What follows belongs to an exercise in optimizing a design on an open flow for small area, a short achievable clock period and few clock cycles; a production flow would make more cautious choices. Only simulation tests tie the RTL to the original design; equivalence was not proved.

==> exp/nickel <==
==> flow/design.v <==
module CPU(clk,
            rst_n,
            wen_D,
            addr_D,
            wdata_D,
            rdata_D,
            addr_I,
            rdata_I);
    input         clk, rst_n ;
    output        wen_D  ;
    output [31:0] addr_D ;
    output [31:0] wdata_D;
    input  [31:0] rdata_D;
    output [31:0] addr_I ;
    input  [31:0] rdata_I;
    integer k;
    reg  [31:0] PC;           
    reg         ex_v;         
    reg  [31:0] IR;           
    reg  [31:0] ex_a;         
    reg  [31:0] ex_b;         
    reg  [31:0] ex_alt;       
    reg         ex_pt;        
    reg         d_br, d_jalr, d_md, d_ld, d_st, d_wr, d_useb, d_sub, d_lui;
    reg         d_rs_sum, d_rs_sh, d_rs_slt, d_rs_alt;    
    reg         ex_fw1;       
    reg         ex_fw2;       
    reg         ex_lu;        
    reg         m_wr;         
    reg         m_ld;         
    reg         m_st;         
    reg  [4:0]  m_rd;
    reg  [31:0] m_val;        
    reg  [31:0] m_sd;         
    wire [31:0] rf_wd = m_ld ? rdata_D : m_val;
    wire [31:0] rf_q [1:31];
    reg  [31:1] rf_vld;
    genvar gi;
    generate
        for (gi = 1; gi < 32; gi = gi + 1) begin : RF
            reg [31:0] r;
            if (gi == 2 || gi == 3) begin : RST
                always @(posedge clk or negedge rst_n) begin
                    if (!rst_n)
                        r <= (gi == 2) ? 32'hbffffff0 : 32'h10008000;
                    else if (m_wr && m_rd == gi)
                        r <= rf_wd;
                end
            end else begin : NRST
                always @(posedge clk) begin
                    if (m_wr && m_rd == gi)
                        r <= rf_wd;
                end
            end
            assign rf_q[gi] = r;
        end
    endgenerate
    always @(posedge clk or negedge rst_n) begin
        if (!rst_n)
            rf_vld <= 31'b110;             
        else if (m_wr)
            rf_vld[m_rd] <= 1'b1;
    end
    wire [4:0] rd  = IR[11:7];
    wire [2:0] f3  = IR[14:12];
    wire i_md    = d_md;
    wire i_ld    = d_ld;
    wire i_st    = d_st;
    wire [31:0] imm_i = {{20{IR[31]}}, IR[31:20]};
    wire [31:0] imm_s = {{20{IR[31]}}, IR[31:25], IR[11:7]};
    wire [31:0] imm_u = {IR[31:12], 12'b0};
    wire [31:0] a  = ex_fw1 ? m_val : ex_a;
    wire [31:0] b  = ex_fw2 ? m_val : ex_b;
    wire [31:0] bi = d_useb ? b : (i_st ? imm_s : imm_i);
    wire [31:0] sum   = a + (d_sub ? ~bi : bi) + {31'b0, d_sub};
    wire        lt    = $signed(a) < $signed(bi);
    wire        eq    = (a == b);
    wire        sh_left = ~f3[2] | d_md;
    wire [4:0]  sh_amt  = d_md ? sdiff : IR[24:20];
    wire [31:0] sh_in, sh_res;
    genvar gs;
    generate
        for (gs = 0; gs < 32; gs = gs + 1) begin : SHR
            assign sh_in[gs] = sh_left ? a[31-gs] : a[gs];
        end
    endgenerate
    wire [32:0] sh_out = $signed({IR[30] & a[31] & ~sh_left, sh_in}) >>> sh_amt;
    generate
        for (gs = 0; gs < 32; gs = gs + 1) begin : SHL
            assign sh_res[gs] = sh_left ? sh_out[31-gs] : sh_out[gs];
        end
    endgenerate
    wire taken = f3[2] ? (lt ^ f3[0]) : (eq ^ f3[0]);
    reg         md_busy;
    reg         md_ph;        
    reg  [5:0]  md_ca;        
    reg  [5:0]  md_cb;        
    reg  [4:0]  md_cnt;       
    reg  [31:0] md_xq;        
    function [5:0] clz32(input [31:0] x);
        reg [4:0] n;
        reg [31:0] v;
        begin
            v = x;
            n[4] = (v[31:16] == 16'b0); if (n[4]) v = {v[15:0], 16'b0};
            n[3] = (v[31:24] ==  8'b0); if (n[3]) v = {v[23:0],  8'b0};
            n[2] = (v[31:28] ==  4'b0); if (n[2]) v = {v[27:0],  4'b0};
            n[1] = (v[31:30] ==  2'b0); if (n[1]) v = {v[29:0],  2'b0};
            n[0] = ~v[31];
            clz32 = (x == 32'b0) ? 6'd32 : {1'b0, n};
        end
    endfunction
    function [7:0] nib_therm(input [31:0] x);
        integer j;
        reg any;
        begin
            any = 1'b0;
            for (j = 7; j >= 0; j = j - 1) begin
                any = any | (x[4*j +: 4] != 4'b0);
                nib_therm[j] = any;
            end
        end
    endfunction
    wire        is_mul = ~f3[2];
    wire        is_rem =  f3[1];
    wire        md_start = ex_v & i_md & ~md_busy & ~ex_lu;
    wire        a_fewer = |(nib_therm(b) & ~nib_therm(a));
    wire        bz    = (b == 32'b0);
    wire [4:0]  sdiff = md_cb[4:0] - md_ca[4:0];
    wire        one   = md_cb[5] | (md_ca >= md_cb);
    wire        md_al = md_ph & ~one;                
    wire [31:0] pp0  = md_xq[0] ? ex_a : 32'b0;
    wire [31:0] pp1  = md_xq[1] ? {ex_a[30:0], 1'b0} : 32'b0;
    wire [31:0] cs_s = ex_b ^ pp0 ^ pp1;
    wire [31:0] cs_c = {(ex_b[30:0] & pp0[30:0]) | (ex_b[30:0] & pp1[30:0]) | (pp0[30:0] & pp1[30:0]), 1'b0};
    wire [32:0] ad_x = is_mul ? {1'b0, cs_s} : {1'b0, ex_b};
    wire [32:0] ad_y = is_mul ? {1'b0, cs_c} : {1'b1, ~ex_a};
    wire [32:0] ad_s = ad_x + ad_y + {32'b0, ~is_mul};
    wire        ge    = ~ad_s[32];
    wire [31:0] rem_n = ge ? ad_s[31:0] : ex_b;
    wire [31:0] quo_n = {md_xq[30:0], ge};
    wire        md_last = is_mul ? (md_xq[31:2] == 30'b0) : (md_ph ? one : (md_cnt == 5'd0));
    wire [31:0] md_res  = is_mul ? ad_s[31:0] : (is_rem ? rem_n : quo_n);
    wire [31:0] md_a = md_start ? (is_mul ? (a_fewer ? b : a) : b) :
                       is_mul   ? {ex_a[29:0], 2'b0} :
                       md_al    ? sh_res :
                                  {1'b0, ex_a[31:1]};
    wire [31:0] md_b = md_start ? (is_mul ? 32'b0 : a) :
                       (is_mul | ~md_al) ? (is_mul ? ad_s[31:0] : rem_n) :
                                  ex_b;
    wire md_wait  = i_md & ~(md_busy & md_last);
    wire stall    = ex_v & (ex_lu | md_wait);
    wire ex_go    = ex_v & ~stall;
    wire redirect = ex_go & (d_jalr | (d_br & (taken ^ ex_pt)));
    wire [31:0] rtgt = d_jalr ? {sum[31:1], 1'b0} : ex_alt;
    always @(posedge clk or negedge rst_n) begin
        if (!rst_n)
            md_busy <= 1'b0;
        else if (ex_v & i_md & ~ex_lu)
            md_busy <= ~(md_busy & md_last);
    end
    always @(posedge clk) begin
        if (md_start) begin
            if (is_mul) begin
                md_xq  <= a_fewer ? a : b;
            end else begin
                md_xq  <= {32{bz}};
                md_ca  <= clz32(a);
                md_cb  <= clz32(b);
                md_ph  <= 1'b1;
            end
        end else if (md_busy) begin
            md_ph <= 1'b0;
            if (is_mul) begin
                md_xq  <= {2'b0, md_xq[31:2]};
            end else if (md_al) begin
                md_cnt <= sdiff;
            end else begin
                md_xq  <= quo_n;
                md_cnt <= md_cnt - 5'd1;
            end
        end
    end
    wire [31:0] ex_alt_res = d_lui ? imm_u : ex_alt;
    wire [31:0] ex_res = ({32{d_md}}     & md_res) |
                         ({32{d_rs_sum}} & sum) |
                         ({32{d_rs_sh}}  & sh_res) |
                         ({32{d_rs_slt}} & {31'b0, lt}) |
                         ({32{d_rs_alt}} & ex_alt_res);
    wire [31:0] fi     = rdata_I;
    wire [4:0]  f_rs1  = fi[19:15];
    wire [4:0]  f_rs2  = fi[24:20];
    wire        f_jal  =  fi[6] & fi[3];
    wire        f_br   =  fi[6] & ~fi[2];
    wire        f_U    = ~fi[6] & fi[2];
    wire        f_jalr =  fi[6] & fi[2] & ~fi[3];
    wire        f_ld   = ~fi[6] & ~fi[5] & ~fi[4];
    wire        f_st   = ~fi[6] &  fi[5] & ~fi[4];
    wire        f_opimm= ~fi[6] & ~fi[5] &  fi[4] & ~fi[2];
    wire        f_op   = ~fi[6] &  fi[5] &  fi[4] & ~fi[2];
    wire        f_use1 = ~f_U & ~f_jal;
    wire        f_use2 = fi[5] & ~fi[2] & (~fi[4] | ~fi[6]);    
    wire        f_pt   = f_jal | (f_br & fi[31]);
    wire [31:0] f_imm  = f_U   ? {fi[31:12], 12'b0} :
                         fi[3] ? {{11{fi[31]}}, fi[31], fi[19:12], fi[20], fi[30:21], 1'b0} :
                                 {{19{fi[31]}}, fi[31], fi[7], fi[30:25], fi[11:8], 1'b0};
    wire [31:0] f_tgt  = PC + f_imm;
    wire [31:0] f_pc4  = PC + 32'd4;
    reg  [31:0] f_r1, f_r2;
    always @(*) begin
        f_r1 = 32'b0;
        f_r2 = 32'b0;
        for (k = 1; k < 32; k = k + 1) begin
            f_r1 = f_r1 | (rf_q[k] & {32{rf_vld[k] & (f_rs1 == k)}});
            f_r2 = f_r2 | (rf_q[k] & {32{rf_vld[k] & (f_rs2 == k)}});
        end
    end
    wire        f_byp1 = m_wr & (m_rd == f_rs1);
    wire        f_byp2 = m_wr & (m_rd == f_rs2);
    wire        h_byp1 = m_wr & (m_rd == IR[19:15]);
    wire        h_byp2 = m_wr & (m_rd == IR[24:20]);
    wire        n_wr   = ex_go & d_wr;
    wire        n_fw1  = n_wr & ~i_ld & (rd == f_rs1);
    wire        n_fw2  = n_wr & ~i_ld & (rd == f_rs2);
    wire        n_lu   = n_wr &  i_ld & ((f_use1 & (rd == f_rs1)) | (f_use2 & (rd == f_rs2)));
    always @(posedge clk or negedge rst_n) begin
        if (!rst_n) begin
            m_wr   <= 1'b0;
            m_ld   <= 1'b0;
            m_st   <= 1'b0;
            ex_v   <= 1'b0;
            ex_fw1 <= 1'b0;
            ex_fw2 <= 1'b0;
            ex_lu  <= 1'b0;
            PC     <= 32'h00010000;
        end else begin
            m_wr   <= n_wr;
            m_ld   <= ex_go & i_ld;
            m_st   <= ex_go & i_st;
            ex_fw1 <= n_fw1;
            ex_fw2 <= n_fw2;
            ex_lu  <= n_lu;
            if (~stall) begin
                ex_v <= ~redirect;
                PC   <= redirect ? rtgt : (f_pt ? f_tgt : f_pc4);
            end
        end
    end
    always @(posedge clk) begin
        m_rd  <= rd;
        m_val <= ex_res;
        m_sd  <= b;
        if (~stall) begin
            IR     <= fi;
            ex_alt <= (f_pt | f_jalr) ? f_pc4 : f_tgt;
            d_br     <= f_br;
            d_jalr   <= f_jalr;
            d_md     <= f_op & fi[25];
            d_ld     <= f_ld;
            d_st     <= f_st;
            d_wr     <= ~f_st & ~f_br & (fi[11:7] != 5'd0);
            d_useb   <= f_op | f_br;
            d_sub    <= f_op & fi[30] & ~fi[25];
            d_lui    <= f_U & fi[5];
            d_rs_sum <= (f_op & ~fi[25]) | f_ld | f_st | (f_opimm & (fi[14:12] == 3'b000));
            d_rs_sh  <= f_opimm & fi[12];
            d_rs_slt <= f_opimm & fi[13];
            d_rs_alt <= f_jal | f_jalr | f_U;
            ex_pt  <= f_pt;
            ex_a   <= f_byp1 ? rf_wd : f_r1;
            ex_b   <= f_byp2 ? rf_wd : f_r2;
        end else if (md_start | md_busy) begin
            ex_a   <= md_a;
            ex_b   <= md_b;
        end else begin
            if (h_byp1) ex_a <= rf_wd;
            if (h_byp2) ex_b <= rf_wd;
        end
    end
    assign addr_I  = PC;
    assign wen_D   = m_st;
    assign addr_D  = m_val;
    assign wdata_D = m_sd;
endmodule
==> flow/flow/run.sh <==
#!/bin/bash
set -uo pipefail
bash standard.sh SETUP_SLACK_MARGIN=7.5 TNS_END_PERCENT=5 \
  "BUFFER_PORTS_ARGS=-buffer_cell sky130_fd_sc_hd__buf_4" finish > standard_flow.log 2>&1
==> flow/standard.sh <==
#!/bin/bash
# synth_recipe.tcl (not shown) runs the flow's synth.tcl, then flattens the netlist and writes it again
# the make line also repeats each setting of config.mk as NAME=value (left out here)
make -C /OpenROAD-flow-scripts/flow DESIGN_CONFIG=/design/flow/config.mk WORK_HOME=/design/flow/orfs CLKGATE_MAP_FILE= SYNTH_SCRIPT=/design/flow/synth_recipe.tcl "${@:-finish}"
==> flow/config.mk <==
export PLATFORM = sky130hd
export DESIGN_NAME = CPU
export DESIGN_NICKNAME = CPU
export VERILOG_FILES = /design/flow/design.v
export SDC_FILE = /design/flow/constraint.sdc
export NUM_CORES = 8
export LEC_CHECK = 0
export CAP_MARGIN = 20
export CORE_MARGIN = 2
export CORE_UTILIZATION = 40
export SETUP_SLACK_MARGIN = 0.4
export SLEW_MARGIN = 20
==> flow/constraint.sdc <==
create_clock -name core_clock -period 12.0 [get_ports {clk}]
set_input_delay 2.4000 -clock core_clock [delete_from_list [all_inputs] [get_ports {clk}]]
set_output_delay 2.4000 -clock core_clock [all_outputs]
set_load 0.01 [all_outputs]
==> inputs of exp/raven, as changes to exp/nickel <==
--- a/flow/design.v
+++ b/flow/design.v
@@ -27,4 +27,5 @@
     reg         ex_fw2;       
     reg         ex_lu;        
+    reg         ex_fwl2;      
     reg         m_wr;         
     reg         m_ld;         
@@ -97,5 +98,5 @@
     reg  [5:0]  md_cb;        
     reg  [4:0]  md_cnt;       
-    reg  [31:0] md_xq;        
+    wire [31:0] md_xq = m_sd;   
     function [5:0] clz32(input [31:0] x);
         reg [4:0] n;
@@ -132,9 +133,10 @@
     wire [31:0] pp0  = md_xq[0] ? ex_a : 32'b0;
     wire [31:0] pp1  = md_xq[1] ? {ex_a[30:0], 1'b0} : 32'b0;
-    wire [31:0] cs_s = ex_b ^ pp0 ^ pp1;
-    wire [31:0] cs_c = {(ex_b[30:0] & pp0[30:0]) | (ex_b[30:0] & pp1[30:0]) | (pp0[30:0] & pp1[30:0]), 1'b0};
-    wire [32:0] ad_x = is_mul ? {1'b0, cs_s} : {1'b0, ex_b};
-    wire [32:0] ad_y = is_mul ? {1'b0, cs_c} : {1'b1, ~ex_a};
-    wire [32:0] ad_s = ad_x + ad_y + {32'b0, ~is_mul};
+    wire [32:0] cs_x = {1'b0, ex_b};
+    wire [32:0] cs_y = is_mul ? {1'b0, pp0} : {1'b1, ~ex_a};
+    wire [32:0] cs_z = is_mul ? {1'b0, pp1} : 33'b0;
+    wire [32:0] cs_s = cs_x ^ cs_y ^ cs_z;
+    wire [32:0] cs_c = (cs_x & cs_y) | (cs_x & cs_z) | (cs_y & cs_z);
+    wire [32:0] ad_s = cs_s + {cs_c[31:0], 1'b0} + {32'b0, ~is_mul};
     wire        ge    = ~ad_s[32];
     wire [31:0] rem_n = ge ? ad_s[31:0] : ex_b;
@@ -160,24 +162,19 @@
             md_busy <= ~(md_busy & md_last);
     end
+    wire [31:0] md_xq_n = md_start ? (is_mul ? (a_fewer ? a : b) : {32{bz}}) :
+                          is_mul   ? {2'b0, md_xq[31:2]} :
+                          md_al    ? md_xq :
+                                     quo_n;
     always @(posedge clk) begin
         if (md_start) begin
-            if (is_mul) begin
-                md_xq  <= a_fewer ? a : b;
-            end else begin
-                md_xq  <= {32{bz}};
-                md_ca  <= clz32(a);
-                md_cb  <= clz32(b);
-                md_ph  <= 1'b1;
-            end
+            md_ph  <= ~is_mul;
+            md_ca  <= clz32(a);
+            md_cb  <= clz32(b);
         end else if (md_busy) begin
             md_ph <= 1'b0;
-            if (is_mul) begin
-                md_xq  <= {2'b0, md_xq[31:2]};
-            end else if (md_al) begin
+            if (md_al)
                 md_cnt <= sdiff;
-            end else begin
-                md_xq  <= quo_n;
+            else
                 md_cnt <= md_cnt - 5'd1;
-            end
         end
     end
@@ -207,4 +204,15 @@
     wire [31:0] f_tgt  = PC + f_imm;
     wire [31:0] f_pc4  = PC + 32'd4;
+    wire        f_byp1 = m_wr & (m_rd == f_rs1);
+    wire        f_byp2 = m_wr & (m_rd == f_rs2);
+    wire        h_byp1 = m_wr & (m_rd == IR[19:15]);
+    wire        h_byp2 = m_wr & (m_rd == IR[24:20]);
+    wire [31:1] rf_rd_ok;
+    genvar gk;
+    generate
+        for (gk = 1; gk < 32; gk = gk + 1) begin : RDOK
+            assign rf_rd_ok[gk] = rf_vld[gk] & ~(m_wr & (m_rd == gk)) & ~stall;
+        end
+    endgenerate
     reg  [31:0] f_r1, f_r2;
     always @(*) begin
@@ -212,16 +220,22 @@
         f_r2 = 32'b0;
         for (k = 1; k < 32; k = k + 1) begin
-            f_r1 = f_r1 | (rf_q[k] & {32{rf_vld[k] & (f_rs1 == k)}});
-            f_r2 = f_r2 | (rf_q[k] & {32{rf_vld[k] & (f_rs2 == k)}});
-        end
-    end
-    wire        f_byp1 = m_wr & (m_rd == f_rs1);
-    wire        f_byp2 = m_wr & (m_rd == f_rs2);
-    wire        h_byp1 = m_wr & (m_rd == IR[19:15]);
-    wire        h_byp2 = m_wr & (m_rd == IR[24:20]);
+            f_r1 = f_r1 | (rf_q[k] & {32{rf_rd_ok[k] & (f_rs1 == k)}});
+            f_r2 = f_r2 | (rf_q[k] & {32{rf_rd_ok[k] & (f_rs2 == k)}});
+        end
+    end
+    wire        md_on  = md_start | md_busy;
+    wire [31:0] o_a = ({32{~stall & f_byp1}} & rf_wd) |
+                      ({32{stall & md_on}} & md_a) |
+                      ({32{stall & ~md_on & h_byp1}} & rf_wd) |
+                      ({32{stall & ~md_on & ~h_byp1}} & ex_a);
+    wire [31:0] o_b = ({32{~stall & f_byp2}} & rf_wd) |
+                      ({32{stall & md_on}} & md_b) |
+                      ({32{stall & ~md_on & h_byp2}} & rf_wd) |
+                      ({32{stall & ~md_on & ~h_byp2}} & ex_b);
     wire        n_wr   = ex_go & d_wr;
     wire        n_fw1  = n_wr & ~i_ld & (rd == f_rs1);
     wire        n_fw2  = n_wr & ~i_ld & (rd == f_rs2);
-    wire        n_lu   = n_wr &  i_ld & ((f_use1 & (rd == f_rs1)) | (f_use2 & (rd == f_rs2)));
+    wire        n_lu   = n_wr &  i_ld & ((f_use1 & (rd == f_rs1)) | (f_use2 & ~f_st & (rd == f_rs2)));
+    wire        n_fwl2 = n_wr &  i_ld & f_st & (rd == f_rs2);    
     always @(posedge clk or negedge rst_n) begin
         if (!rst_n) begin
@@ -233,4 +247,5 @@
             ex_fw2 <= 1'b0;
             ex_lu  <= 1'b0;
+            ex_fwl2 <= 1'b0;
             PC     <= 32'h00010000;
         end else begin
@@ -241,4 +256,5 @@
             ex_fw2 <= n_fw2;
             ex_lu  <= n_lu;
+            ex_fwl2 <= n_fwl2;
             if (~stall) begin
                 ex_v <= ~redirect;
@@ -250,8 +266,7 @@
         m_rd  <= rd;
         m_val <= ex_res;
-        m_sd  <= b;
+        m_sd  <= (md_start | md_busy) ? md_xq_n : (ex_fwl2 ? rdata_D : b);
         if (~stall) begin
             IR     <= fi;
-            ex_alt <= (f_pt | f_jalr) ? f_pc4 : f_tgt;
             d_br     <= f_br;
             d_jalr   <= f_jalr;
@@ -268,13 +283,8 @@
             d_rs_alt <= f_jal | f_jalr | f_U;
             ex_pt  <= f_pt;
-            ex_a   <= f_byp1 ? rf_wd : f_r1;
-            ex_b   <= f_byp2 ? rf_wd : f_r2;
-        end else if (md_start | md_busy) begin
-            ex_a   <= md_a;
-            ex_b   <= md_b;
-        end else begin
-            if (h_byp1) ex_a <= rf_wd;
-            if (h_byp2) ex_b <= rf_wd;
-        end
+        end
+        ex_a <= f_r1 | o_a;
+        ex_alt <= ({32{~stall}} & ((f_pt | f_jalr) ? f_pc4 : f_tgt)) | ({32{stall}} & ex_alt);
+        ex_b <= f_r2 | o_b;
     end
     assign addr_I  = PC;
==> flow/flow/run.sh (replaced) <==
#!/bin/bash
set -uo pipefail
bash standard.sh SETUP_SLACK_MARGIN=7.5 \
  "BUFFER_PORTS_ARGS=-buffer_cell sky130_fd_sc_hd__buf_4" \
  finish > standard_flow.log 2>&1
--- a/flow/config.mk
+++ b/flow/config.mk
@@ -9,4 +9,6 @@
 export CORE_MARGIN = 2
 export CORE_UTILIZATION = 40
-export SETUP_SLACK_MARGIN = 0.4
+export CTS_CLUSTER_DIAMETER = 60
+export CTS_CLUSTER_SIZE = 20
 export SLEW_MARGIN = 20
+export TNS_END_PERCENT = 5
==> inputs of exp/onyx, as changes to exp/nickel <==
--- a/flow/design.v
+++ b/flow/design.v
@@ -27,4 +27,5 @@
     reg         ex_fw2;       
     reg         ex_lu;        
+    reg         ex_fwl2;      
     reg         m_wr;         
     reg         m_ld;         
@@ -97,5 +98,5 @@
     reg  [5:0]  md_cb;        
     reg  [4:0]  md_cnt;       
-    reg  [31:0] md_xq;        
+    wire [31:0] md_xq = m_sd;   
     function [5:0] clz32(input [31:0] x);
         reg [4:0] n;
@@ -132,9 +133,10 @@
     wire [31:0] pp0  = md_xq[0] ? ex_a : 32'b0;
     wire [31:0] pp1  = md_xq[1] ? {ex_a[30:0], 1'b0} : 32'b0;
-    wire [31:0] cs_s = ex_b ^ pp0 ^ pp1;
-    wire [31:0] cs_c = {(ex_b[30:0] & pp0[30:0]) | (ex_b[30:0] & pp1[30:0]) | (pp0[30:0] & pp1[30:0]), 1'b0};
-    wire [32:0] ad_x = is_mul ? {1'b0, cs_s} : {1'b0, ex_b};
-    wire [32:0] ad_y = is_mul ? {1'b0, cs_c} : {1'b1, ~ex_a};
-    wire [32:0] ad_s = ad_x + ad_y + {32'b0, ~is_mul};
+    wire [32:0] cs_x = {1'b0, ex_b};
+    wire [32:0] cs_y = is_mul ? {1'b0, pp0} : {1'b1, ~ex_a};
+    wire [32:0] cs_z = is_mul ? {1'b0, pp1} : 33'b0;
+    wire [32:0] cs_s = cs_x ^ cs_y ^ cs_z;
+    wire [32:0] cs_c = (cs_x & cs_y) | (cs_x & cs_z) | (cs_y & cs_z);
+    wire [32:0] ad_s = cs_s + {cs_c[31:0], 1'b0} + {32'b0, ~is_mul};
     wire        ge    = ~ad_s[32];
     wire [31:0] rem_n = ge ? ad_s[31:0] : ex_b;
@@ -160,24 +162,19 @@
             md_busy <= ~(md_busy & md_last);
     end
+    wire [31:0] md_xq_n = md_start ? (is_mul ? (a_fewer ? a : b) : {32{bz}}) :
+                          is_mul   ? {2'b0, md_xq[31:2]} :
+                          md_al    ? md_xq :
+                                     quo_n;
     always @(posedge clk) begin
         if (md_start) begin
-            if (is_mul) begin
-                md_xq  <= a_fewer ? a : b;
-            end else begin
-                md_xq  <= {32{bz}};
-                md_ca  <= clz32(a);
-                md_cb  <= clz32(b);
-                md_ph  <= 1'b1;
-            end
+            md_ph  <= ~is_mul;
+            md_ca  <= clz32(a);
+            md_cb  <= clz32(b);
         end else if (md_busy) begin
             md_ph <= 1'b0;
-            if (is_mul) begin
-                md_xq  <= {2'b0, md_xq[31:2]};
-            end else if (md_al) begin
+            if (md_al)
                 md_cnt <= sdiff;
-            end else begin
-                md_xq  <= quo_n;
+            else
                 md_cnt <= md_cnt - 5'd1;
-            end
         end
     end
@@ -207,4 +204,15 @@
     wire [31:0] f_tgt  = PC + f_imm;
     wire [31:0] f_pc4  = PC + 32'd4;
+    wire        f_byp1 = m_wr & (m_rd == f_rs1);
+    wire        f_byp2 = m_wr & (m_rd == f_rs2);
+    wire        h_byp1 = m_wr & (m_rd == IR[19:15]);
+    wire        h_byp2 = m_wr & (m_rd == IR[24:20]);
+    wire [31:1] rf_rd_ok;
+    genvar gk;
+    generate
+        for (gk = 1; gk < 32; gk = gk + 1) begin : RDOK
+            assign rf_rd_ok[gk] = rf_vld[gk] & ~(m_wr & (m_rd == gk)) & ~stall;
+        end
+    endgenerate
     reg  [31:0] f_r1, f_r2;
     always @(*) begin
@@ -212,16 +220,22 @@
         f_r2 = 32'b0;
         for (k = 1; k < 32; k = k + 1) begin
-            f_r1 = f_r1 | (rf_q[k] & {32{rf_vld[k] & (f_rs1 == k)}});
-            f_r2 = f_r2 | (rf_q[k] & {32{rf_vld[k] & (f_rs2 == k)}});
-        end
-    end
-    wire        f_byp1 = m_wr & (m_rd == f_rs1);
-    wire        f_byp2 = m_wr & (m_rd == f_rs2);
-    wire        h_byp1 = m_wr & (m_rd == IR[19:15]);
-    wire        h_byp2 = m_wr & (m_rd == IR[24:20]);
+            f_r1 = f_r1 | (rf_q[k] & {32{rf_rd_ok[k] & (f_rs1 == k)}});
+            f_r2 = f_r2 | (rf_q[k] & {32{rf_rd_ok[k] & (f_rs2 == k)}});
+        end
+    end
+    wire        md_on  = md_start | md_busy;
+    wire [31:0] o_a = ({32{~stall & f_byp1}} & rf_wd) |
+                      ({32{stall & md_on}} & md_a) |
+                      ({32{stall & ~md_on & h_byp1}} & rf_wd) |
+                      ({32{stall & ~md_on & ~h_byp1}} & ex_a);
+    wire [31:0] o_b = ({32{~stall & f_byp2}} & rf_wd) |
+                      ({32{stall & md_on}} & md_b) |
+                      ({32{stall & ~md_on & h_byp2}} & rf_wd) |
+                      ({32{stall & ~md_on & ~h_byp2}} & ex_b);
     wire        n_wr   = ex_go & d_wr;
     wire        n_fw1  = n_wr & ~i_ld & (rd == f_rs1);
     wire        n_fw2  = n_wr & ~i_ld & (rd == f_rs2);
-    wire        n_lu   = n_wr &  i_ld & ((f_use1 & (rd == f_rs1)) | (f_use2 & (rd == f_rs2)));
+    wire        n_lu   = n_wr &  i_ld & ((f_use1 & (rd == f_rs1)) | (f_use2 & ~f_st & (rd == f_rs2)));
+    wire        n_fwl2 = n_wr &  i_ld & f_st & (rd == f_rs2);    
     always @(posedge clk or negedge rst_n) begin
         if (!rst_n) begin
@@ -233,4 +247,5 @@
             ex_fw2 <= 1'b0;
             ex_lu  <= 1'b0;
+            ex_fwl2 <= 1'b0;
             PC     <= 32'h00010000;
         end else begin
@@ -241,4 +256,5 @@
             ex_fw2 <= n_fw2;
             ex_lu  <= n_lu;
+            ex_fwl2 <= n_fwl2;
             if (~stall) begin
                 ex_v <= ~redirect;
@@ -250,8 +266,7 @@
         m_rd  <= rd;
         m_val <= ex_res;
-        m_sd  <= b;
+        m_sd  <= (md_start | md_busy) ? md_xq_n : (ex_fwl2 ? rdata_D : b);
         if (~stall) begin
             IR     <= fi;
-            ex_alt <= (f_pt | f_jalr) ? f_pc4 : f_tgt;
             d_br     <= f_br;
             d_jalr   <= f_jalr;
@@ -268,13 +283,8 @@
             d_rs_alt <= f_jal | f_jalr | f_U;
             ex_pt  <= f_pt;
-            ex_a   <= f_byp1 ? rf_wd : f_r1;
-            ex_b   <= f_byp2 ? rf_wd : f_r2;
-        end else if (md_start | md_busy) begin
-            ex_a   <= md_a;
-            ex_b   <= md_b;
-        end else begin
-            if (h_byp1) ex_a <= rf_wd;
-            if (h_byp2) ex_b <= rf_wd;
-        end
+        end
+        ex_a <= f_r1 | o_a;
+        ex_alt <= ({32{~stall}} & ((f_pt | f_jalr) ? f_pc4 : f_tgt)) | ({32{stall}} & ex_alt);
+        ex_b <= f_r2 | o_b;
     end
     assign addr_I  = PC;
==> flow/flow/run.sh (replaced) <==
#!/bin/bash
set -uo pipefail
bash standard.sh SETUP_SLACK_MARGIN=7.2 \
  "BUFFER_PORTS_ARGS=-buffer_cell sky130_fd_sc_hd__buf_4" \
  finish > standard_flow.log 2>&1
--- a/flow/config.mk
+++ b/flow/config.mk
@@ -9,4 +9,7 @@
 export CORE_MARGIN = 2
 export CORE_UTILIZATION = 40
-export SETUP_SLACK_MARGIN = 0.4
+export CTS_CLUSTER_DIAMETER = 60
+export CTS_CLUSTER_SIZE = 20
+export PLACE_DENSITY = 0.6
 export SLEW_MARGIN = 20
+export TNS_END_PERCENT = 100
==> notes <==
- Clock-buffer cell count, highest first: exp/nickel, exp/onyx, exp/raven.
- Final cell count: exp/raven < exp/onyx < exp/nickel.
- Sequential share of layout area, highest first: exp/nickel, exp/raven, exp/onyx.
- Flip-flop and latch count: exp/nickel is higher than exp/onyx (31).
- Between exp/nickel and exp/raven, the lower register-to-register slack is in exp/raven (gap 0.23 ns).
Testbench counts of exp/nickel, summed over its fixed seeds: cycles 70,407.
Testbench counts of exp/raven, summed over its fixed seeds: cycles 70,086.
Testbench counts of exp/onyx, summed over its fixed seeds: cycles 70,086.

port drivers added, routing unchanged:
The flow's constraints put no driver on any port. The routed layouts listed below were extracted and timed again, unchanged, in two steps. Step 1 (the two cells are an assumption about what drives the block):
set clk [get_ports {clk}]
set_driving_cell -lib_cell sky130_fd_sc_hd__clkbuf_16 $clk
set_driving_cell -lib_cell sky130_fd_sc_hd__buf_2 [delete_from_list [all_inputs] $clk]
Step 2 also shifts input and output timing later by t, the mid clock arrival at the registers, as if the neighbouring blocks saw the same clock. Slacks: no drivers / after step 1 / after step 2; pairs: no drivers / after step 1.
run	shift t [ns]	setup WS [ns]	hold WS [ns]	worst register clock-pin slew, ns	worst data-port slew with drivers (ns)
exp/nickel	0.917	6.957 / 6.964 / 6.090	0.493 / 0.493 / 0.493	0.07 / 0.07	0.06
exp/raven	0.916	6.725 / 6.733 / 5.867	0.471 / 0.471 / 0.471	0.09 / 0.09	0.18
exp/onyx	0.901	6.901 / 6.901 / 6.288	0.474 / 0.474 / 0.474	0.09 / 0.09	0.16
After both steps every run listed still meets setup and hold. For exp/nickel, which loses most, drivers alone change the setup slack by +0.007 ns; drivers and shift together by -0.867 ns.
